Source: an optimization exercise on an open RTL-to-GDS flow (aim: small area and a short achievable clock period). Production flows keep margins and buffers that such runs may drop. The RTL of this run was laid out without a check of its function. Power figures rest on the tool's default switching activity, not on a simulated workload.

`design.v`:
```
module find_min_max(
	input [8 - 1 : 0] a,
	input [8 - 1 : 0] b,
	output [8 - 1 : 0] min,
	output [8 - 1 : 0] max
);
	assign min = (a > b) ? b : a;
	assign max = (a > b) ? a : b;
endmodule
module find_min_mid_max(
	input [8 - 1 : 0] a,
	input [8 - 1 : 0] b,
	input [8 - 1 : 0] c,
	output [8 - 1 : 0] min,
	output [8 - 1 : 0] mid,
	output [8 - 1 : 0] max
);
	wire [8 - 1 : 0] ab_min;
	wire [8 - 1 : 0] ab_max;
	wire [8 - 1 : 0] mid_temp;
	find_min_max u1(.a(a), .b(b), .min(ab_min), .max(ab_max));
	find_min_max u2(.a(ab_max), .b(c), .min(mid_temp), .max(max));
	find_min_max u3(.a(ab_min), .b(mid_temp), .min(min), .max(mid));
endmodule
module median_3x3(
	input clk,
	input [8 - 1 : 0] i_p0, i_p1, i_p2,
	input [8 - 1 : 0] i_p3, i_p4, i_p5,
	input [8 - 1 : 0] i_p6, i_p7, i_p8,
	output reg [8 - 1 : 0] o_median
);
	wire m7_r0_lo = i_p0[7] & i_p1[7] & i_p2[7];
	wire m7_r0_md = (i_p0[7] & i_p1[7]) | (i_p0[7] & i_p2[7]) | (i_p1[7] & i_p2[7]);
	wire m7_r0_hi = i_p0[7] | i_p1[7] | i_p2[7];
	wire m7_r1_lo = i_p3[7] & i_p4[7] & i_p5[7];
	wire m7_r1_md = (i_p3[7] & i_p4[7]) | (i_p3[7] & i_p5[7]) | (i_p4[7] & i_p5[7]);
	wire m7_r1_hi = i_p3[7] | i_p4[7] | i_p5[7];
	wire m7_r2_lo = i_p6[7] & i_p7[7] & i_p8[7];
	wire m7_r2_md = (i_p6[7] & i_p7[7]) | (i_p6[7] & i_p8[7]) | (i_p7[7] & i_p8[7]);
	wire m7_r2_hi = i_p6[7] | i_p7[7] | i_p8[7];
	wire m7_a = m7_r0_lo | m7_r1_lo | m7_r2_lo;
	wire m7_b = (m7_r0_md & m7_r1_md) | (m7_r0_md & m7_r2_md) | (m7_r1_md & m7_r2_md);
	wire m7_c = m7_r0_hi & m7_r1_hi & m7_r2_hi;
	wire m7 = (m7_a & m7_b) | (m7_a & m7_c) | (m7_b & m7_c);
	wire e6_0_0 = i_p0[7] | i_p0[6];
	wire e6_0_1 = (i_p0[6] & i_p0[7]);
	wire e6_1_0 = i_p1[7] | i_p1[6];
	wire e6_1_1 = (i_p1[6] & i_p1[7]);
	wire e6_2_0 = i_p2[7] | i_p2[6];
	wire e6_2_1 = (i_p2[6] & i_p2[7]);
	wire e6_3_0 = i_p3[7] | i_p3[6];
	wire e6_3_1 = (i_p3[6] & i_p3[7]);
	wire e6_4_0 = i_p4[7] | i_p4[6];
	wire e6_4_1 = (i_p4[6] & i_p4[7]);
	wire e6_5_0 = i_p5[7] | i_p5[6];
	wire e6_5_1 = (i_p5[6] & i_p5[7]);
	wire e6_6_0 = i_p6[7] | i_p6[6];
	wire e6_6_1 = (i_p6[6] & i_p6[7]);
	wire e6_7_0 = i_p7[7] | i_p7[6];
	wire e6_7_1 = (i_p7[6] & i_p7[7]);
	wire e6_8_0 = i_p8[7] | i_p8[6];
	wire e6_8_1 = (i_p8[6] & i_p8[7]);
	wire m6_0_r0_lo = e6_0_0 & e6_1_0 & e6_2_0;
	wire m6_0_r0_md = (e6_0_0 & e6_1_0) | (e6_0_0 & e6_2_0) | (e6_1_0 & e6_2_0);
	wire m6_0_r0_hi = e6_0_0 | e6_1_0 | e6_2_0;
	wire m6_0_r1_lo = e6_3_0 & e6_4_0 & e6_5_0;
	wire m6_0_r1_md = (e6_3_0 & e6_4_0) | (e6_3_0 & e6_5_0) | (e6_4_0 & e6_5_0);
	wire m6_0_r1_hi = e6_3_0 | e6_4_0 | e6_5_0;
	wire m6_0_r2_lo = e6_6_0 & e6_7_0 & e6_8_0;
	wire m6_0_r2_md = (e6_6_0 & e6_7_0) | (e6_6_0 & e6_8_0) | (e6_7_0 & e6_8_0);
	wire m6_0_r2_hi = e6_6_0 | e6_7_0 | e6_8_0;
	wire m6_0_a = m6_0_r0_lo | m6_0_r1_lo | m6_0_r2_lo;
	wire m6_0_b = (m6_0_r0_md & m6_0_r1_md) | (m6_0_r0_md & m6_0_r2_md) | (m6_0_r1_md & m6_0_r2_md);
	wire m6_0_c = m6_0_r0_hi & m6_0_r1_hi & m6_0_r2_hi;
	wire m6_0 = (m6_0_a & m6_0_b) | (m6_0_a & m6_0_c) | (m6_0_b & m6_0_c);
	wire m6_1_r0_lo = e6_0_1 & e6_1_1 & e6_2_1;
	wire m6_1_r0_md = (e6_0_1 & e6_1_1) | (e6_0_1 & e6_2_1) | (e6_1_1 & e6_2_1);
	wire m6_1_r0_hi = e6_0_1 | e6_1_1 | e6_2_1;
	wire m6_1_r1_lo = e6_3_1 & e6_4_1 & e6_5_1;
	wire m6_1_r1_md = (e6_3_1 & e6_4_1) | (e6_3_1 & e6_5_1) | (e6_4_1 & e6_5_1);
	wire m6_1_r1_hi = e6_3_1 | e6_4_1 | e6_5_1;
	wire m6_1_r2_lo = e6_6_1 & e6_7_1 & e6_8_1;
	wire m6_1_r2_md = (e6_6_1 & e6_7_1) | (e6_6_1 & e6_8_1) | (e6_7_1 & e6_8_1);
	wire m6_1_r2_hi = e6_6_1 | e6_7_1 | e6_8_1;
	wire m6_1_a = m6_1_r0_lo | m6_1_r1_lo | m6_1_r2_lo;
	wire m6_1_b = (m6_1_r0_md & m6_1_r1_md) | (m6_1_r0_md & m6_1_r2_md) | (m6_1_r1_md & m6_1_r2_md);
	wire m6_1_c = m6_1_r0_hi & m6_1_r1_hi & m6_1_r2_hi;
	wire m6_1 = (m6_1_a & m6_1_b) | (m6_1_a & m6_1_c) | (m6_1_b & m6_1_c);
	wire m6 = ~m7 ? m6_0 : m6_1;
	wire lt7_0 = (~i_p0[7] & m7);
	wire gt7_0 = (i_p0[7] & ~m7);
	wire lt7_1 = (~i_p1[7] & m7);
	wire gt7_1 = (i_p1[7] & ~m7);
	wire lt7_2 = (~i_p2[7] & m7);
	wire gt7_2 = (i_p2[7] & ~m7);
	wire lt7_3 = (~i_p3[7] & m7);
	wire gt7_3 = (i_p3[7] & ~m7);
	wire lt7_4 = (~i_p4[7] & m7);
	wire gt7_4 = (i_p4[7] & ~m7);
	wire lt7_5 = (~i_p5[7] & m7);
	wire gt7_5 = (i_p5[7] & ~m7);
	wire lt7_6 = (~i_p6[7] & m7);
	wire gt7_6 = (i_p6[7] & ~m7);
	wire lt7_7 = (~i_p7[7] & m7);
	wire gt7_7 = (i_p7[7] & ~m7);
	wire lt7_8 = (~i_p8[7] & m7);
	wire gt7_8 = (i_p8[7] & ~m7);
	wire e6_0 = m7 ? e6_0_1 : e6_0_0;
	wire e6_1 = m7 ? e6_1_1 : e6_1_0;
	wire e6_2 = m7 ? e6_2_1 : e6_2_0;
	wire e6_3 = m7 ? e6_3_1 : e6_3_0;
	wire e6_4 = m7 ? e6_4_1 : e6_4_0;
	wire e6_5 = m7 ? e6_5_1 : e6_5_0;
	wire e6_6 = m7 ? e6_6_1 : e6_6_0;
	wire e6_7 = m7 ? e6_7_1 : e6_7_0;
	wire e6_8 = m7 ? e6_8_1 : e6_8_0;
	wire lt6_0 = lt7_0 | (~e6_0 & m6);
	wire gt6_0 = gt7_0 | (e6_0 & ~m6);
	wire lt6_1 = lt7_1 | (~e6_1 & m6);
	wire gt6_1 = gt7_1 | (e6_1 & ~m6);
	wire lt6_2 = lt7_2 | (~e6_2 & m6);
	wire gt6_2 = gt7_2 | (e6_2 & ~m6);
	wire lt6_3 = lt7_3 | (~e6_3 & m6);
	wire gt6_3 = gt7_3 | (e6_3 & ~m6);
	wire lt6_4 = lt7_4 | (~e6_4 & m6);
	wire gt6_4 = gt7_4 | (e6_4 & ~m6);
	wire lt6_5 = lt7_5 | (~e6_5 & m6);
	wire gt6_5 = gt7_5 | (e6_5 & ~m6);
	wire lt6_6 = lt7_6 | (~e6_6 & m6);
	wire gt6_6 = gt7_6 | (e6_6 & ~m6);
	wire lt6_7 = lt7_7 | (~e6_7 & m6);
	wire gt6_7 = gt7_7 | (e6_7 & ~m6);
	wire lt6_8 = lt7_8 | (~e6_8 & m6);
	wire gt6_8 = gt7_8 | (e6_8 & ~m6);
	reg [5:0] s1_p0;
	reg s1_p0_lt, s1_p0_gt;
	reg [5:0] s1_p1;
	reg s1_p1_lt, s1_p1_gt;
	reg [5:0] s1_p2;
	reg s1_p2_lt, s1_p2_gt;
	reg [5:0] s1_p3;
	reg s1_p3_lt, s1_p3_gt;
	reg [5:0] s1_p4;
	reg s1_p4_lt, s1_p4_gt;
	reg [5:0] s1_p5;
	reg s1_p5_lt, s1_p5_gt;
	reg [5:0] s1_p6;
	reg s1_p6_lt, s1_p6_gt;
	reg [5:0] s1_p7;
	reg s1_p7_lt, s1_p7_gt;
	reg [5:0] s1_p8;
	reg s1_p8_lt, s1_p8_gt;
	reg s1_m7;
	reg s1_m6;
	wire e5_0 = s1_p0_gt | (s1_p0[5] & ~s1_p0_lt);
	wire e5_1 = s1_p1_gt | (s1_p1[5] & ~s1_p1_lt);
	wire e5_2 = s1_p2_gt | (s1_p2[5] & ~s1_p2_lt);
	wire e5_3 = s1_p3_gt | (s1_p3[5] & ~s1_p3_lt);
	wire e5_4 = s1_p4_gt | (s1_p4[5] & ~s1_p4_lt);
	wire e5_5 = s1_p5_gt | (s1_p5[5] & ~s1_p5_lt);
	wire e5_6 = s1_p6_gt | (s1_p6[5] & ~s1_p6_lt);
	wire e5_7 = s1_p7_gt | (s1_p7[5] & ~s1_p7_lt);
	wire e5_8 = s1_p8_gt | (s1_p8[5] & ~s1_p8_lt);
	wire m5_r0_lo = e5_0 & e5_1 & e5_2;
	wire m5_r0_md = (e5_0 & e5_1) | (e5_0 & e5_2) | (e5_1 & e5_2);
	wire m5_r0_hi = e5_0 | e5_1 | e5_2;
	wire m5_r1_lo = e5_3 & e5_4 & e5_5;
	wire m5_r1_md = (e5_3 & e5_4) | (e5_3 & e5_5) | (e5_4 & e5_5);
	wire m5_r1_hi = e5_3 | e5_4 | e5_5;
	wire m5_r2_lo = e5_6 & e5_7 & e5_8;
	wire m5_r2_md = (e5_6 & e5_7) | (e5_6 & e5_8) | (e5_7 & e5_8);
	wire m5_r2_hi = e5_6 | e5_7 | e5_8;
	wire m5_a = m5_r0_lo | m5_r1_lo | m5_r2_lo;
	wire m5_b = (m5_r0_md & m5_r1_md) | (m5_r0_md & m5_r2_md) | (m5_r1_md & m5_r2_md);
	wire m5_c = m5_r0_hi & m5_r1_hi & m5_r2_hi;
	wire m5 = (m5_a & m5_b) | (m5_a & m5_c) | (m5_b & m5_c);
	wire e4_0_0 = e5_0 | (s1_p0[4] & ~s1_p0_lt);
	wire e4_0_1 = s1_p0_gt | ((s1_p0[4] & ~s1_p0_lt) & e5_0);
	wire e4_1_0 = e5_1 | (s1_p1[4] & ~s1_p1_lt);
	wire e4_1_1 = s1_p1_gt | ((s1_p1[4] & ~s1_p1_lt) & e5_1);
	wire e4_2_0 = e5_2 | (s1_p2[4] & ~s1_p2_lt);
	wire e4_2_1 = s1_p2_gt | ((s1_p2[4] & ~s1_p2_lt) & e5_2);
	wire e4_3_0 = e5_3 | (s1_p3[4] & ~s1_p3_lt);
	wire e4_3_1 = s1_p3_gt | ((s1_p3[4] & ~s1_p3_lt) & e5_3);
	wire e4_4_0 = e5_4 | (s1_p4[4] & ~s1_p4_lt);
	wire e4_4_1 = s1_p4_gt | ((s1_p4[4] & ~s1_p4_lt) & e5_4);
	wire e4_5_0 = e5_5 | (s1_p5[4] & ~s1_p5_lt);
	wire e4_5_1 = s1_p5_gt | ((s1_p5[4] & ~s1_p5_lt) & e5_5);
	wire e4_6_0 = e5_6 | (s1_p6[4] & ~s1_p6_lt);
	wire e4_6_1 = s1_p6_gt | ((s1_p6[4] & ~s1_p6_lt) & e5_6);
	wire e4_7_0 = e5_7 | (s1_p7[4] & ~s1_p7_lt);
	wire e4_7_1 = s1_p7_gt | ((s1_p7[4] & ~s1_p7_lt) & e5_7);
	wire e4_8_0 = e5_8 | (s1_p8[4] & ~s1_p8_lt);
	wire e4_8_1 = s1_p8_gt | ((s1_p8[4] & ~s1_p8_lt) & e5_8);
	wire m4_0_r0_lo = e4_0_0 & e4_1_0 & e4_2_0;
	wire m4_0_r0_md = (e4_0_0 & e4_1_0) | (e4_0_0 & e4_2_0) | (e4_1_0 & e4_2_0);
	wire m4_0_r0_hi = e4_0_0 | e4_1_0 | e4_2_0;
	wire m4_0_r1_lo = e4_3_0 & e4_4_0 & e4_5_0;
	wire m4_0_r1_md = (e4_3_0 & e4_4_0) | (e4_3_0 & e4_5_0) | (e4_4_0 & e4_5_0);
	wire m4_0_r1_hi = e4_3_0 | e4_4_0 | e4_5_0;
	wire m4_0_r2_lo = e4_6_0 & e4_7_0 & e4_8_0;
	wire m4_0_r2_md = (e4_6_0 & e4_7_0) | (e4_6_0 & e4_8_0) | (e4_7_0 & e4_8_0);
	wire m4_0_r2_hi = e4_6_0 | e4_7_0 | e4_8_0;
	wire m4_0_a = m4_0_r0_lo | m4_0_r1_lo | m4_0_r2_lo;
	wire m4_0_b = (m4_0_r0_md & m4_0_r1_md) | (m4_0_r0_md & m4_0_r2_md) | (m4_0_r1_md & m4_0_r2_md);
	wire m4_0_c = m4_0_r0_hi & m4_0_r1_hi & m4_0_r2_hi;
	wire m4_0 = (m4_0_a & m4_0_b) | (m4_0_a & m4_0_c) | (m4_0_b & m4_0_c);
	wire m4_1_r0_lo = e4_0_1 & e4_1_1 & e4_2_1;
	wire m4_1_r0_md = (e4_0_1 & e4_1_1) | (e4_0_1 & e4_2_1) | (e4_1_1 & e4_2_1);
	wire m4_1_r0_hi = e4_0_1 | e4_1_1 | e4_2_1;
	wire m4_1_r1_lo = e4_3_1 & e4_4_1 & e4_5_1;
	wire m4_1_r1_md = (e4_3_1 & e4_4_1) | (e4_3_1 & e4_5_1) | (e4_4_1 & e4_5_1);
	wire m4_1_r1_hi = e4_3_1 | e4_4_1 | e4_5_1;
	wire m4_1_r2_lo = e4_6_1 & e4_7_1 & e4_8_1;
	wire m4_1_r2_md = (e4_6_1 & e4_7_1) | (e4_6_1 & e4_8_1) | (e4_7_1 & e4_8_1);
	wire m4_1_r2_hi = e4_6_1 | e4_7_1 | e4_8_1;
	wire m4_1_a = m4_1_r0_lo | m4_1_r1_lo | m4_1_r2_lo;
	wire m4_1_b = (m4_1_r0_md & m4_1_r1_md) | (m4_1_r0_md & m4_1_r2_md) | (m4_1_r1_md & m4_1_r2_md);
	wire m4_1_c = m4_1_r0_hi & m4_1_r1_hi & m4_1_r2_hi;
	wire m4_1 = (m4_1_a & m4_1_b) | (m4_1_a & m4_1_c) | (m4_1_b & m4_1_c);
	wire m4 = ~m5 ? m4_0 : m4_1;
	wire lt5_0 = s1_p0_lt | (~e5_0 & m5);
	wire gt5_0 = s1_p0_gt | (e5_0 & ~m5);
	wire lt5_1 = s1_p1_lt | (~e5_1 & m5);
	wire gt5_1 = s1_p1_gt | (e5_1 & ~m5);
	wire lt5_2 = s1_p2_lt | (~e5_2 & m5);
	wire gt5_2 = s1_p2_gt | (e5_2 & ~m5);
	wire lt5_3 = s1_p3_lt | (~e5_3 & m5);
	wire gt5_3 = s1_p3_gt | (e5_3 & ~m5);
	wire lt5_4 = s1_p4_lt | (~e5_4 & m5);
	wire gt5_4 = s1_p4_gt | (e5_4 & ~m5);
	wire lt5_5 = s1_p5_lt | (~e5_5 & m5);
	wire gt5_5 = s1_p5_gt | (e5_5 & ~m5);
	wire lt5_6 = s1_p6_lt | (~e5_6 & m5);
	wire gt5_6 = s1_p6_gt | (e5_6 & ~m5);
	wire lt5_7 = s1_p7_lt | (~e5_7 & m5);
	wire gt5_7 = s1_p7_gt | (e5_7 & ~m5);
	wire lt5_8 = s1_p8_lt | (~e5_8 & m5);
	wire gt5_8 = s1_p8_gt | (e5_8 & ~m5);
	wire e4_0 = m5 ? e4_0_1 : e4_0_0;
	wire e4_1 = m5 ? e4_1_1 : e4_1_0;
	wire e4_2 = m5 ? e4_2_1 : e4_2_0;
	wire e4_3 = m5 ? e4_3_1 : e4_3_0;
	wire e4_4 = m5 ? e4_4_1 : e4_4_0;
	wire e4_5 = m5 ? e4_5_1 : e4_5_0;
	wire e4_6 = m5 ? e4_6_1 : e4_6_0;
	wire e4_7 = m5 ? e4_7_1 : e4_7_0;
	wire e4_8 = m5 ? e4_8_1 : e4_8_0;
	wire e3_0_0 = e4_0 | (s1_p0[3] & ~lt5_0);
	wire e3_0_1 = gt5_0 | ((s1_p0[3] & ~lt5_0) & e4_0);
	wire e3_1_0 = e4_1 | (s1_p1[3] & ~lt5_1);
	wire e3_1_1 = gt5_1 | ((s1_p1[3] & ~lt5_1) & e4_1);
	wire e3_2_0 = e4_2 | (s1_p2[3] & ~lt5_2);
	wire e3_2_1 = gt5_2 | ((s1_p2[3] & ~lt5_2) & e4_2);
	wire e3_3_0 = e4_3 | (s1_p3[3] & ~lt5_3);
	wire e3_3_1 = gt5_3 | ((s1_p3[3] & ~lt5_3) & e4_3);
	wire e3_4_0 = e4_4 | (s1_p4[3] & ~lt5_4);
	wire e3_4_1 = gt5_4 | ((s1_p4[3] & ~lt5_4) & e4_4);
	wire e3_5_0 = e4_5 | (s1_p5[3] & ~lt5_5);
	wire e3_5_1 = gt5_5 | ((s1_p5[3] & ~lt5_5) & e4_5);
	wire e3_6_0 = e4_6 | (s1_p6[3] & ~lt5_6);
	wire e3_6_1 = gt5_6 | ((s1_p6[3] & ~lt5_6) & e4_6);
	wire e3_7_0 = e4_7 | (s1_p7[3] & ~lt5_7);
	wire e3_7_1 = gt5_7 | ((s1_p7[3] & ~lt5_7) & e4_7);
	wire e3_8_0 = e4_8 | (s1_p8[3] & ~lt5_8);
	wire e3_8_1 = gt5_8 | ((s1_p8[3] & ~lt5_8) & e4_8);
	wire m3_0_r0_lo = e3_0_0 & e3_1_0 & e3_2_0;
	wire m3_0_r0_md = (e3_0_0 & e3_1_0) | (e3_0_0 & e3_2_0) | (e3_1_0 & e3_2_0);
	wire m3_0_r0_hi = e3_0_0 | e3_1_0 | e3_2_0;
	wire m3_0_r1_lo = e3_3_0 & e3_4_0 & e3_5_0;
	wire m3_0_r1_md = (e3_3_0 & e3_4_0) | (e3_3_0 & e3_5_0) | (e3_4_0 & e3_5_0);
	wire m3_0_r1_hi = e3_3_0 | e3_4_0 | e3_5_0;
	wire m3_0_r2_lo = e3_6_0 & e3_7_0 & e3_8_0;
	wire m3_0_r2_md = (e3_6_0 & e3_7_0) | (e3_6_0 & e3_8_0) | (e3_7_0 & e3_8_0);
	wire m3_0_r2_hi = e3_6_0 | e3_7_0 | e3_8_0;
	wire m3_0_a = m3_0_r0_lo | m3_0_r1_lo | m3_0_r2_lo;
	wire m3_0_b = (m3_0_r0_md & m3_0_r1_md) | (m3_0_r0_md & m3_0_r2_md) | (m3_0_r1_md & m3_0_r2_md);
	wire m3_0_c = m3_0_r0_hi & m3_0_r1_hi & m3_0_r2_hi;
	wire m3_0 = (m3_0_a & m3_0_b) | (m3_0_a & m3_0_c) | (m3_0_b & m3_0_c);
	wire m3_1_r0_lo = e3_0_1 & e3_1_1 & e3_2_1;
	wire m3_1_r0_md = (e3_0_1 & e3_1_1) | (e3_0_1 & e3_2_1) | (e3_1_1 & e3_2_1);
	wire m3_1_r0_hi = e3_0_1 | e3_1_1 | e3_2_1;
	wire m3_1_r1_lo = e3_3_1 & e3_4_1 & e3_5_1;
	wire m3_1_r1_md = (e3_3_1 & e3_4_1) | (e3_3_1 & e3_5_1) | (e3_4_1 & e3_5_1);
	wire m3_1_r1_hi = e3_3_1 | e3_4_1 | e3_5_1;
	wire m3_1_r2_lo = e3_6_1 & e3_7_1 & e3_8_1;
	wire m3_1_r2_md = (e3_6_1 & e3_7_1) | (e3_6_1 & e3_8_1) | (e3_7_1 & e3_8_1);
	wire m3_1_r2_hi = e3_6_1 | e3_7_1 | e3_8_1;
	wire m3_1_a = m3_1_r0_lo | m3_1_r1_lo | m3_1_r2_lo;
	wire m3_1_b = (m3_1_r0_md & m3_1_r1_md) | (m3_1_r0_md & m3_1_r2_md) | (m3_1_r1_md & m3_1_r2_md);
	wire m3_1_c = m3_1_r0_hi & m3_1_r1_hi & m3_1_r2_hi;
	wire m3_1 = (m3_1_a & m3_1_b) | (m3_1_a & m3_1_c) | (m3_1_b & m3_1_c);
	wire m3 = ~m4 ? m3_0 : m3_1;
	wire lt4_0 = lt5_0 | (~e4_0 & m4);
	wire gt4_0 = gt5_0 | (e4_0 & ~m4);
	wire lt4_1 = lt5_1 | (~e4_1 & m4);
	wire gt4_1 = gt5_1 | (e4_1 & ~m4);
	wire lt4_2 = lt5_2 | (~e4_2 & m4);
	wire gt4_2 = gt5_2 | (e4_2 & ~m4);
	wire lt4_3 = lt5_3 | (~e4_3 & m4);
	wire gt4_3 = gt5_3 | (e4_3 & ~m4);
	wire lt4_4 = lt5_4 | (~e4_4 & m4);
	wire gt4_4 = gt5_4 | (e4_4 & ~m4);
	wire lt4_5 = lt5_5 | (~e4_5 & m4);
	wire gt4_5 = gt5_5 | (e4_5 & ~m4);
	wire lt4_6 = lt5_6 | (~e4_6 & m4);
	wire gt4_6 = gt5_6 | (e4_6 & ~m4);
	wire lt4_7 = lt5_7 | (~e4_7 & m4);
	wire gt4_7 = gt5_7 | (e4_7 & ~m4);
	wire lt4_8 = lt5_8 | (~e4_8 & m4);
	wire gt4_8 = gt5_8 | (e4_8 & ~m4);
	wire e3_0 = m4 ? e3_0_1 : e3_0_0;
	wire e3_1 = m4 ? e3_1_1 : e3_1_0;
	wire e3_2 = m4 ? e3_2_1 : e3_2_0;
	wire e3_3 = m4 ? e3_3_1 : e3_3_0;
	wire e3_4 = m4 ? e3_4_1 : e3_4_0;
	wire e3_5 = m4 ? e3_5_1 : e3_5_0;
	wire e3_6 = m4 ? e3_6_1 : e3_6_0;
	wire e3_7 = m4 ? e3_7_1 : e3_7_0;
	wire e3_8 = m4 ? e3_8_1 : e3_8_0;
	wire lt3_0 = lt4_0 | (~e3_0 & m3);
	wire gt3_0 = gt4_0 | (e3_0 & ~m3);
	wire lt3_1 = lt4_1 | (~e3_1 & m3);
	wire gt3_1 = gt4_1 | (e3_1 & ~m3);
	wire lt3_2 = lt4_2 | (~e3_2 & m3);
	wire gt3_2 = gt4_2 | (e3_2 & ~m3);
	wire lt3_3 = lt4_3 | (~e3_3 & m3);
	wire gt3_3 = gt4_3 | (e3_3 & ~m3);
	wire lt3_4 = lt4_4 | (~e3_4 & m3);
	wire gt3_4 = gt4_4 | (e3_4 & ~m3);
	wire lt3_5 = lt4_5 | (~e3_5 & m3);
	wire gt3_5 = gt4_5 | (e3_5 & ~m3);
	wire lt3_6 = lt4_6 | (~e3_6 & m3);
	wire gt3_6 = gt4_6 | (e3_6 & ~m3);
	wire lt3_7 = lt4_7 | (~e3_7 & m3);
	wire gt3_7 = gt4_7 | (e3_7 & ~m3);
	wire lt3_8 = lt4_8 | (~e3_8 & m3);
	wire gt3_8 = gt4_8 | (e3_8 & ~m3);
	reg [2:0] s2_p0;
	reg [2:0] s2_p1;
	reg [2:0] s2_p2;
	reg [2:0] s2_p3;
	reg [2:0] s2_p4;
	reg [2:0] s2_p5;
	reg [2:0] s2_p6;
	reg [2:0] s2_p7;
	reg [2:0] s2_p8;
	reg s2_m7;
	reg s2_m6;
	reg s2_m5;
	reg s2_m4;
	reg s2_m3;
	wire m2_r0_lo = s2_p0[2] & s2_p1[2] & s2_p2[2];
	wire m2_r0_md = (s2_p0[2] & s2_p1[2]) | (s2_p0[2] & s2_p2[2]) | (s2_p1[2] & s2_p2[2]);
	wire m2_r0_hi = s2_p0[2] | s2_p1[2] | s2_p2[2];
	wire m2_r1_lo = s2_p3[2] & s2_p4[2] & s2_p5[2];
	wire m2_r1_md = (s2_p3[2] & s2_p4[2]) | (s2_p3[2] & s2_p5[2]) | (s2_p4[2] & s2_p5[2]);
	wire m2_r1_hi = s2_p3[2] | s2_p4[2] | s2_p5[2];
	wire m2_r2_lo = s2_p6[2] & s2_p7[2] & s2_p8[2];
	wire m2_r2_md = (s2_p6[2] & s2_p7[2]) | (s2_p6[2] & s2_p8[2]) | (s2_p7[2] & s2_p8[2]);
	wire m2_r2_hi = s2_p6[2] | s2_p7[2] | s2_p8[2];
	wire m2_a = m2_r0_lo | m2_r1_lo | m2_r2_lo;
	wire m2_b = (m2_r0_md & m2_r1_md) | (m2_r0_md & m2_r2_md) | (m2_r1_md & m2_r2_md);
	wire m2_c = m2_r0_hi & m2_r1_hi & m2_r2_hi;
	wire m2 = (m2_a & m2_b) | (m2_a & m2_c) | (m2_b & m2_c);
	wire e1_0_0 = s2_p0[2] | s2_p0[1];
	wire e1_0_1 = (s2_p0[1] & s2_p0[2]);
	wire e1_1_0 = s2_p1[2] | s2_p1[1];
	wire e1_1_1 = (s2_p1[1] & s2_p1[2]);
	wire e1_2_0 = s2_p2[2] | s2_p2[1];
	wire e1_2_1 = (s2_p2[1] & s2_p2[2]);
	wire e1_3_0 = s2_p3[2] | s2_p3[1];
	wire e1_3_1 = (s2_p3[1] & s2_p3[2]);
	wire e1_4_0 = s2_p4[2] | s2_p4[1];
	wire e1_4_1 = (s2_p4[1] & s2_p4[2]);
	wire e1_5_0 = s2_p5[2] | s2_p5[1];
	wire e1_5_1 = (s2_p5[1] & s2_p5[2]);
	wire e1_6_0 = s2_p6[2] | s2_p6[1];
	wire e1_6_1 = (s2_p6[1] & s2_p6[2]);
	wire e1_7_0 = s2_p7[2] | s2_p7[1];
	wire e1_7_1 = (s2_p7[1] & s2_p7[2]);
	wire e1_8_0 = s2_p8[2] | s2_p8[1];
	wire e1_8_1 = (s2_p8[1] & s2_p8[2]);
	wire m1_0_r0_lo = e1_0_0 & e1_1_0 & e1_2_0;
	wire m1_0_r0_md = (e1_0_0 & e1_1_0) | (e1_0_0 & e1_2_0) | (e1_1_0 & e1_2_0);
	wire m1_0_r0_hi = e1_0_0 | e1_1_0 | e1_2_0;
	wire m1_0_r1_lo = e1_3_0 & e1_4_0 & e1_5_0;
	wire m1_0_r1_md = (e1_3_0 & e1_4_0) | (e1_3_0 & e1_5_0) | (e1_4_0 & e1_5_0);
	wire m1_0_r1_hi = e1_3_0 | e1_4_0 | e1_5_0;
	wire m1_0_r2_lo = e1_6_0 & e1_7_0 & e1_8_0;
	wire m1_0_r2_md = (e1_6_0 & e1_7_0) | (e1_6_0 & e1_8_0) | (e1_7_0 & e1_8_0);
	wire m1_0_r2_hi = e1_6_0 | e1_7_0 | e1_8_0;
	wire m1_0_a = m1_0_r0_lo | m1_0_r1_lo | m1_0_r2_lo;
	wire m1_0_b = (m1_0_r0_md & m1_0_r1_md) | (m1_0_r0_md & m1_0_r2_md) | (m1_0_r1_md & m1_0_r2_md);
	wire m1_0_c = m1_0_r0_hi & m1_0_r1_hi & m1_0_r2_hi;
	wire m1_0 = (m1_0_a & m1_0_b) | (m1_0_a & m1_0_c) | (m1_0_b & m1_0_c);
	wire m1_1_r0_lo = e1_0_1 & e1_1_1 & e1_2_1;
	wire m1_1_r0_md = (e1_0_1 & e1_1_1) | (e1_0_1 & e1_2_1) | (e1_1_1 & e1_2_1);
	wire m1_1_r0_hi = e1_0_1 | e1_1_1 | e1_2_1;
	wire m1_1_r1_lo = e1_3_1 & e1_4_1 & e1_5_1;
	wire m1_1_r1_md = (e1_3_1 & e1_4_1) | (e1_3_1 & e1_5_1) | (e1_4_1 & e1_5_1);
	wire m1_1_r1_hi = e1_3_1 | e1_4_1 | e1_5_1;
	wire m1_1_r2_lo = e1_6_1 & e1_7_1 & e1_8_1;
	wire m1_1_r2_md = (e1_6_1 & e1_7_1) | (e1_6_1 & e1_8_1) | (e1_7_1 & e1_8_1);
	wire m1_1_r2_hi = e1_6_1 | e1_7_1 | e1_8_1;
	wire m1_1_a = m1_1_r0_lo | m1_1_r1_lo | m1_1_r2_lo;
	wire m1_1_b = (m1_1_r0_md & m1_1_r1_md) | (m1_1_r0_md & m1_1_r2_md) | (m1_1_r1_md & m1_1_r2_md);
	wire m1_1_c = m1_1_r0_hi & m1_1_r1_hi & m1_1_r2_hi;
	wire m1_1 = (m1_1_a & m1_1_b) | (m1_1_a & m1_1_c) | (m1_1_b & m1_1_c);
	wire m1 = ~m2 ? m1_0 : m1_1;
	wire lt2_0 = (~s2_p0[2] & m2);
	wire gt2_0 = (s2_p0[2] & ~m2);
	wire lt2_1 = (~s2_p1[2] & m2);
	wire gt2_1 = (s2_p1[2] & ~m2);
	wire lt2_2 = (~s2_p2[2] & m2);
	wire gt2_2 = (s2_p2[2] & ~m2);
	wire lt2_3 = (~s2_p3[2] & m2);
	wire gt2_3 = (s2_p3[2] & ~m2);
	wire lt2_4 = (~s2_p4[2] & m2);
	wire gt2_4 = (s2_p4[2] & ~m2);
	wire lt2_5 = (~s2_p5[2] & m2);
	wire gt2_5 = (s2_p5[2] & ~m2);
	wire lt2_6 = (~s2_p6[2] & m2);
	wire gt2_6 = (s2_p6[2] & ~m2);
	wire lt2_7 = (~s2_p7[2] & m2);
	wire gt2_7 = (s2_p7[2] & ~m2);
	wire lt2_8 = (~s2_p8[2] & m2);
	wire gt2_8 = (s2_p8[2] & ~m2);
	wire e1_0 = m2 ? e1_0_1 : e1_0_0;
	wire e1_1 = m2 ? e1_1_1 : e1_1_0;
	wire e1_2 = m2 ? e1_2_1 : e1_2_0;
	wire e1_3 = m2 ? e1_3_1 : e1_3_0;
	wire e1_4 = m2 ? e1_4_1 : e1_4_0;
	wire e1_5 = m2 ? e1_5_1 : e1_5_0;
	wire e1_6 = m2 ? e1_6_1 : e1_6_0;
	wire e1_7 = m2 ? e1_7_1 : e1_7_0;
	wire e1_8 = m2 ? e1_8_1 : e1_8_0;
	wire e0_0_0 = e1_0 | (s2_p0[0] & ~lt2_0);
	wire e0_0_1 = gt2_0 | ((s2_p0[0] & ~lt2_0) & e1_0);
	wire e0_1_0 = e1_1 | (s2_p1[0] & ~lt2_1);
	wire e0_1_1 = gt2_1 | ((s2_p1[0] & ~lt2_1) & e1_1);
	wire e0_2_0 = e1_2 | (s2_p2[0] & ~lt2_2);
	wire e0_2_1 = gt2_2 | ((s2_p2[0] & ~lt2_2) & e1_2);
	wire e0_3_0 = e1_3 | (s2_p3[0] & ~lt2_3);
	wire e0_3_1 = gt2_3 | ((s2_p3[0] & ~lt2_3) & e1_3);
	wire e0_4_0 = e1_4 | (s2_p4[0] & ~lt2_4);
	wire e0_4_1 = gt2_4 | ((s2_p4[0] & ~lt2_4) & e1_4);
	wire e0_5_0 = e1_5 | (s2_p5[0] & ~lt2_5);
	wire e0_5_1 = gt2_5 | ((s2_p5[0] & ~lt2_5) & e1_5);
	wire e0_6_0 = e1_6 | (s2_p6[0] & ~lt2_6);
	wire e0_6_1 = gt2_6 | ((s2_p6[0] & ~lt2_6) & e1_6);
	wire e0_7_0 = e1_7 | (s2_p7[0] & ~lt2_7);
	wire e0_7_1 = gt2_7 | ((s2_p7[0] & ~lt2_7) & e1_7);
	wire e0_8_0 = e1_8 | (s2_p8[0] & ~lt2_8);
	wire e0_8_1 = gt2_8 | ((s2_p8[0] & ~lt2_8) & e1_8);
	wire m0_0_r0_lo = e0_0_0 & e0_1_0 & e0_2_0;
	wire m0_0_r0_md = (e0_0_0 & e0_1_0) | (e0_0_0 & e0_2_0) | (e0_1_0 & e0_2_0);
	wire m0_0_r0_hi = e0_0_0 | e0_1_0 | e0_2_0;
	wire m0_0_r1_lo = e0_3_0 & e0_4_0 & e0_5_0;
	wire m0_0_r1_md = (e0_3_0 & e0_4_0) | (e0_3_0 & e0_5_0) | (e0_4_0 & e0_5_0);
	wire m0_0_r1_hi = e0_3_0 | e0_4_0 | e0_5_0;
	wire m0_0_r2_lo = e0_6_0 & e0_7_0 & e0_8_0;
	wire m0_0_r2_md = (e0_6_0 & e0_7_0) | (e0_6_0 & e0_8_0) | (e0_7_0 & e0_8_0);
	wire m0_0_r2_hi = e0_6_0 | e0_7_0 | e0_8_0;
	wire m0_0_a = m0_0_r0_lo | m0_0_r1_lo | m0_0_r2_lo;
	wire m0_0_b = (m0_0_r0_md & m0_0_r1_md) | (m0_0_r0_md & m0_0_r2_md) | (m0_0_r1_md & m0_0_r2_md);
	wire m0_0_c = m0_0_r0_hi & m0_0_r1_hi & m0_0_r2_hi;
	wire m0_0 = (m0_0_a & m0_0_b) | (m0_0_a & m0_0_c) | (m0_0_b & m0_0_c);
	wire m0_1_r0_lo = e0_0_1 & e0_1_1 & e0_2_1;
	wire m0_1_r0_md = (e0_0_1 & e0_1_1) | (e0_0_1 & e0_2_1) | (e0_1_1 & e0_2_1);
	wire m0_1_r0_hi = e0_0_1 | e0_1_1 | e0_2_1;
	wire m0_1_r1_lo = e0_3_1 & e0_4_1 & e0_5_1;
	wire m0_1_r1_md = (e0_3_1 & e0_4_1) | (e0_3_1 & e0_5_1) | (e0_4_1 & e0_5_1);
	wire m0_1_r1_hi = e0_3_1 | e0_4_1 | e0_5_1;
	wire m0_1_r2_lo = e0_6_1 & e0_7_1 & e0_8_1;
	wire m0_1_r2_md = (e0_6_1 & e0_7_1) | (e0_6_1 & e0_8_1) | (e0_7_1 & e0_8_1);
	wire m0_1_r2_hi = e0_6_1 | e0_7_1 | e0_8_1;
	wire m0_1_a = m0_1_r0_lo | m0_1_r1_lo | m0_1_r2_lo;
	wire m0_1_b = (m0_1_r0_md & m0_1_r1_md) | (m0_1_r0_md & m0_1_r2_md) | (m0_1_r1_md & m0_1_r2_md);
	wire m0_1_c = m0_1_r0_hi & m0_1_r1_hi & m0_1_r2_hi;
	wire m0_1 = (m0_1_a & m0_1_b) | (m0_1_a & m0_1_c) | (m0_1_b & m0_1_c);
	wire m0 = ~m1 ? m0_0 : m0_1;
	wire lt1_0 = lt2_0 | (~e1_0 & m1);
	wire gt1_0 = gt2_0 | (e1_0 & ~m1);
	wire lt1_1 = lt2_1 | (~e1_1 & m1);
	wire gt1_1 = gt2_1 | (e1_1 & ~m1);
	wire lt1_2 = lt2_2 | (~e1_2 & m1);
	wire gt1_2 = gt2_2 | (e1_2 & ~m1);
	wire lt1_3 = lt2_3 | (~e1_3 & m1);
	wire gt1_3 = gt2_3 | (e1_3 & ~m1);
	wire lt1_4 = lt2_4 | (~e1_4 & m1);
	wire gt1_4 = gt2_4 | (e1_4 & ~m1);
	wire lt1_5 = lt2_5 | (~e1_5 & m1);
	wire gt1_5 = gt2_5 | (e1_5 & ~m1);
	wire lt1_6 = lt2_6 | (~e1_6 & m1);
	wire gt1_6 = gt2_6 | (e1_6 & ~m1);
	wire lt1_7 = lt2_7 | (~e1_7 & m1);
	wire gt1_7 = gt2_7 | (e1_7 & ~m1);
	wire lt1_8 = lt2_8 | (~e1_8 & m1);
	wire gt1_8 = gt2_8 | (e1_8 & ~m1);
	wire e0_0 = m1 ? e0_0_1 : e0_0_0;
	wire e0_1 = m1 ? e0_1_1 : e0_1_0;
	wire e0_2 = m1 ? e0_2_1 : e0_2_0;
	wire e0_3 = m1 ? e0_3_1 : e0_3_0;
	wire e0_4 = m1 ? e0_4_1 : e0_4_0;
	wire e0_5 = m1 ? e0_5_1 : e0_5_0;
	wire e0_6 = m1 ? e0_6_1 : e0_6_0;
	wire e0_7 = m1 ? e0_7_1 : e0_7_0;
	wire e0_8 = m1 ? e0_8_1 : e0_8_0;
	always @(posedge clk) begin
		s1_p0 <= i_p0[5:0]; s1_p0_lt <= lt6_0; s1_p0_gt <= gt6_0;
		s1_p1 <= i_p1[5:0]; s1_p1_lt <= lt6_1; s1_p1_gt <= gt6_1;
		s1_p2 <= i_p2[5:0]; s1_p2_lt <= lt6_2; s1_p2_gt <= gt6_2;
		s1_p3 <= i_p3[5:0]; s1_p3_lt <= lt6_3; s1_p3_gt <= gt6_3;
		s1_p4 <= i_p4[5:0]; s1_p4_lt <= lt6_4; s1_p4_gt <= gt6_4;
		s1_p5 <= i_p5[5:0]; s1_p5_lt <= lt6_5; s1_p5_gt <= gt6_5;
		s1_p6 <= i_p6[5:0]; s1_p6_lt <= lt6_6; s1_p6_gt <= gt6_6;
		s1_p7 <= i_p7[5:0]; s1_p7_lt <= lt6_7; s1_p7_gt <= gt6_7;
		s1_p8 <= i_p8[5:0]; s1_p8_lt <= lt6_8; s1_p8_gt <= gt6_8;
		s1_m7 <= m7;
		s1_m6 <= m6;
		s2_p0 <= {3{gt3_0}} | (s1_p0[2:0] & ~{3{lt3_0}});
		s2_p1 <= {3{gt3_1}} | (s1_p1[2:0] & ~{3{lt3_1}});
		s2_p2 <= {3{gt3_2}} | (s1_p2[2:0] & ~{3{lt3_2}});
		s2_p3 <= {3{gt3_3}} | (s1_p3[2:0] & ~{3{lt3_3}});
		s2_p4 <= {3{gt3_4}} | (s1_p4[2:0] & ~{3{lt3_4}});
		s2_p5 <= {3{gt3_5}} | (s1_p5[2:0] & ~{3{lt3_5}});
		s2_p6 <= {3{gt3_6}} | (s1_p6[2:0] & ~{3{lt3_6}});
		s2_p7 <= {3{gt3_7}} | (s1_p7[2:0] & ~{3{lt3_7}});
		s2_p8 <= {3{gt3_8}} | (s1_p8[2:0] & ~{3{lt3_8}});
		s2_m7 <= s1_m7;
		s2_m6 <= s1_m6;
		s2_m5 <= m5;
		s2_m4 <= m4;
		s2_m3 <= m3;
		o_median <= {s2_m7, s2_m6, s2_m5, s2_m4, s2_m3, m2, m1, m0};
	end
endmodule
```
`flow/run.sh`:
```
#!/bin/bash
# The standard layout (the standard.sh, ORFS from synthesis to the final
# layout), with the smallest buffer on the ports instead of ORFS's default
# choice. Each tool's output is in orfs/logs; standard.sh's own output in
# standard.log.
export BUFFER_PORTS_ARGS="-buffer_cell sky130_fd_sc_hd__buf_1"
bash standard.sh > standard.log 2>&1
```
`standard.sh`:
```
#!/bin/bash
# synth_recipe.tcl (not shown) runs the flow's synth.tcl, then flattens the netlist and writes it again
# the make line also repeats each setting of config.mk as NAME=value (left out here)
make -C /OpenROAD-flow-scripts/flow DESIGN_CONFIG=/design/flow/config.mk WORK_HOME=/design/flow/orfs CLKGATE_MAP_FILE= SYNTH_SCRIPT=/design/flow/synth_recipe.tcl "${@:-finish}"
```
`config.mk`:
```
export PLATFORM = sky130hd
export DESIGN_NAME = median_3x3
export DESIGN_NICKNAME = median_3x3
export VERILOG_FILES = /design/flow/design.v
export SDC_FILE = /design/flow/constraint.sdc
export NUM_CORES = 4
export LEC_CHECK = 0
export ABC_AREA = 1
export CAP_MARGIN = 20
export CORE_MARGIN = 2
export CORE_UTILIZATION = 60
export CTS_BUF_LIST = sky130_fd_sc_hd__clkbuf_8
export SETUP_SLACK_MARGIN = 3.2
export SLEW_MARGIN = 20
```
`constraint.sdc`:
```
create_clock -name core_clock -period 6.0 [get_ports {clk}]
set_input_delay 1.2000 -clock core_clock [delete_from_list [all_inputs] [get_ports {clk}]]
set_output_delay 1.2000 -clock core_clock [all_outputs]
set_load 0.01 [all_outputs]
```
==> summary.txt <==
design area - 7940 um2
DR vias/cell - 5.86
post-synthesis average cell area - 6.62 um2
Async SR Flop Fraction - 0
final setup margin - 3.02 ns
syn_nets - 971
top routing layer in use - met4
gp weighted congestion - 0.990
share of cells above drive strength 1 - 0.254
RSZ-0062 raised after global routing - true
Final Max Slew Viols - 0
total number of vias - 6955
fillers - 609
P_leak - 0.00385 uW
CP max-delay cell - dfxtp_2
worst hold path depth - 0
number of clock sinks - 114
hold path endpoint - o_median[7]$_DFF_P_
num rows - 36
1st-iter DRT viols - 662
VDD IR max - 0.388 mV
critical path's most frequent cell - nand2_8
H-tree lvl count - 4
Hold Startpoint - s2_m7$_DFF_P_
WL met1 - 8110 um
GRT Util Overall - 0.332
status - no timing/DRC/antenna violations
clk_skew - 0.0156 ns
setup violators final - 0
Port Buffers - 80
routed len/inst - 17.2 um
Synth Flop Type - dfxtp_1
R2R Path End - s2_p7[1]$_DFF_P_
Cell Area, Synth - 5950 um2
Synth Instances - 898
most common library cell in the layout ignoring fill and taps - nand2_1
max cap viols - 0
Setup WS pre-CTS - 2.44 ns
I/O pin cnt - 81
post-synthesis sequential area ratio - 0.384
largest stage delay on the critical path - 0.33 ns
Tightest Pin Transition - 0.581 ns
endpoint class of the critical path - flop
Cell Chain, Critical Path - inv_2 -> nand2_2 -> nand2_4 -> nand3_4 -> nand3_4 -> buf_12 -> nand2_8 -> nand2_8 -> nand2_8 -> o21ai_4 -> nor2_1 -> nor2_1 -> nand3_1 -> nand2_1 -> nor2_2 -> nor2_1 -> nor2_2 -> nand2_4 -> nand2_8 -> nand2_4 -> nand3_1 -> nand2_1
full die area - 10700 um2
Residual DRC - 0
pin count of the biggest net entering global routing - 33
CTS buffer count - 17
clk buf depth - 2
nets@finish - 1113
CTS tree - built
post-synth top area cell - dfxtp_1
Area Overhead vs Synth - 33.6%
first-pass GRT wire length - 28200 um
period utilization - 0.497
Arr. time, crit path - 3.37 ns
Setup crit start - s1_p5_lt$_DFF_P_
later-pin clock latency in the skew report - 0.45 ns
Worst EP required - 6.39 ns
PD cells - 570 nW/um2
drt pass-1 iters - 9
Netlist cell types - 40
Fin Setup TNS - 0 ns
crit path max fanout - 8
Synth Register Bits - 114
dpl hpwl - 12400 um
Post-DRT Antenna Nets - 0
crit start category - flop
reg2reg start - s1_p5_lt$_DFF_P_
Synth warnings - 1
Post-synth EDFFs - 0
Core ar. - 9680 um2
starting density of the core - 0.614
WS Path Type - flop to flop
worst r2r path cells - 22
Routed WL - 20500 um
Power, Total - 4530 uW
total congestion overflow - 0
vias in the first global route - 5952
Clock Root Buffer - clkbuf_8
die width - 104 um
leading post-synthesis cells by cell area - dfxtp_1, nand2_1, nand3_1
# hold bufs at CTS - 0
CP bufs+invs - 2
Post-Place Cell Area - 6350 um2
Worst path top cell family by delay - simple AND/OR/NAND/NOR gates
Synth top area share - 0.384
diode count - 0
fmax - 336 MHz
Clock Pin Slew Worst Setup and Hold Paths - 0.08 ns
antenna violations before repair - 0
R2R Setup Slk - 3.02 ns
Final min period - 2.98 ns
met3 wire len - 2200 um
max_slew headroom - 0.612
Die H - 104 um
met2 WL post-DR - 9380 um
final count of hold timing violations - 0
leading cell types in the layout, fill and taps excluded - nand2_1, inv_1, dfxtp_1
Hold Path Class - flop to flop
## stage by stage
stage               hold slack [ns]  cells  utilization
detailed placement            0.319   1101        0.656
floorplan                     0.310    898            -
finish                        0.330   1186        0.820
global route                  0.334   1186        0.820
global placement              0.313   1101        0.656
CTS                           0.332   1154        0.740
## per-layer routing
| metal | vias to the layer above | track usage |
|---|---|---|
| li1 | 3224 | - |
| met1 | 3151 | 0.443 |
| met2 | 485 | 0.516 |
| met3 | 95 | 0.0900 |
| met4 | 0 | 0.126 |
| met5 | - | 0 |
## layout make-up
class                           count  area (um2)  area share
Multi-Input combinational cell    640        3810       0.479
Sequential cell                   114        2310       0.291
Timing Repair Buffer              125         676      0.0851
Inverter                          141         556      0.0699
Clock buffer                       19         262      0.0329
Tap cell                          133         166      0.0210
Clock inverter                     13         160      0.0202
Timing Repair inverter              1        7.51    0.000945
## worst register-to-register path, delay by kind of cell, from the launching register on
family	cells	cell delay, ns
AO/OA/AOI/OAI	1	0.26
AND/OR/NAND/NOR	19	2.11
buffers and inverters	2	0.19
flip-flops	1	0.33
## registers in the layout, indices dropped and copies added (netlist names), 6 cells and up
name and flops:
s1_p1 6, s1_p7 6, s1_p5 6, s1_p8 6
s1_p2 6, s1_p6 6, o_median 8, s1_p0 6
s1_p4 6, s1_p3 6
## repair_timing
item	4_1_cts	5_1_grt
gates cloned	6	2
buffers inserted	15	30
setup endpoints to repair	41	41
resized for setup	61	137
pin swaps	21	45
## logic make-up (layout without fill, tap and decap cells)
group	after synthesis	after routing	synth area share
adders and majority gates	9	9	0.0151
and+or+nand+nor	455	462	0.334
DFF	114	114	0.384
buffers and inverters	151	299	0.0999
AOI/OAI and AO/OA	169	169	0.167
## report_power, final
part	total, uW	leakage (uW)	internal, uW	switching, uW
Sequential	1080	0.000960	941	140
Combinational	2690	0.00268	889	1800
Clock	758	0.000206	431	327
## how the worst max path moves through the flow
| stage | end | cells past startpoint |
|---|---|---|
| after floorplan | s1_p4_gt$_DFF_P_ | 9 |
| after global placement | s1_p4_lt$_DFF_P_ | 10 |
| after detailed placement | s1_p4_lt$_DFF_P_ | 10 |
| after CTS | s2_p7[0]$_DFF_P_ | 21 |
| after global routing | s2_p7[1]$_DFF_P_ | 23 |
| final | s2_p7[1]$_DFF_P_ | 22 |
## synth_stat cells, types with 5 or more instances
library cell and n:
nand2_1 244, inv_1 118, dfxtp_1 114, nand3_1 94, nor2_1 69, o21ai_0 54, a21oi_1 46, inv_2 21
nand2_2 20, o22ai_1 15, o211ai_1 10, maj3_1 9, o21ai_1 9, o21a_1 6, a31oi_1 5

[afterwards: timing with drivers on the ports]
How much do the figures lean on ideal ports? The routed layout below was timed once more, with nothing changed but the port constraints.
Step 1 assumes that a clkbuf_16 drives the clock port and a buf_2 every other input.
Step 2 adds t to the input delays and takes it off the output delays; t is the mean of the earliest and latest rising clock arrival at the registers after step 1. Input paths then give back, and output paths get back, about the clock's delay inside the block.
Three values: ideal ports, drivers, drivers and shift; two values: the first two.
shift t [ns]: 0.482
setup slack, ns: 3.020 / 3.020 / 2.710
latest minus earliest clock arrival (ns): 0.016 / 0.016
worst register clock-pin slew, ns: 0.08 / 0.08
worst slew at a driven data input, ns: 0.05
After both steps setup and hold are still met in this run. For this run, drivers alone change the setup slack by 0.000 ns; drivers and shift together by -0.310 ns.
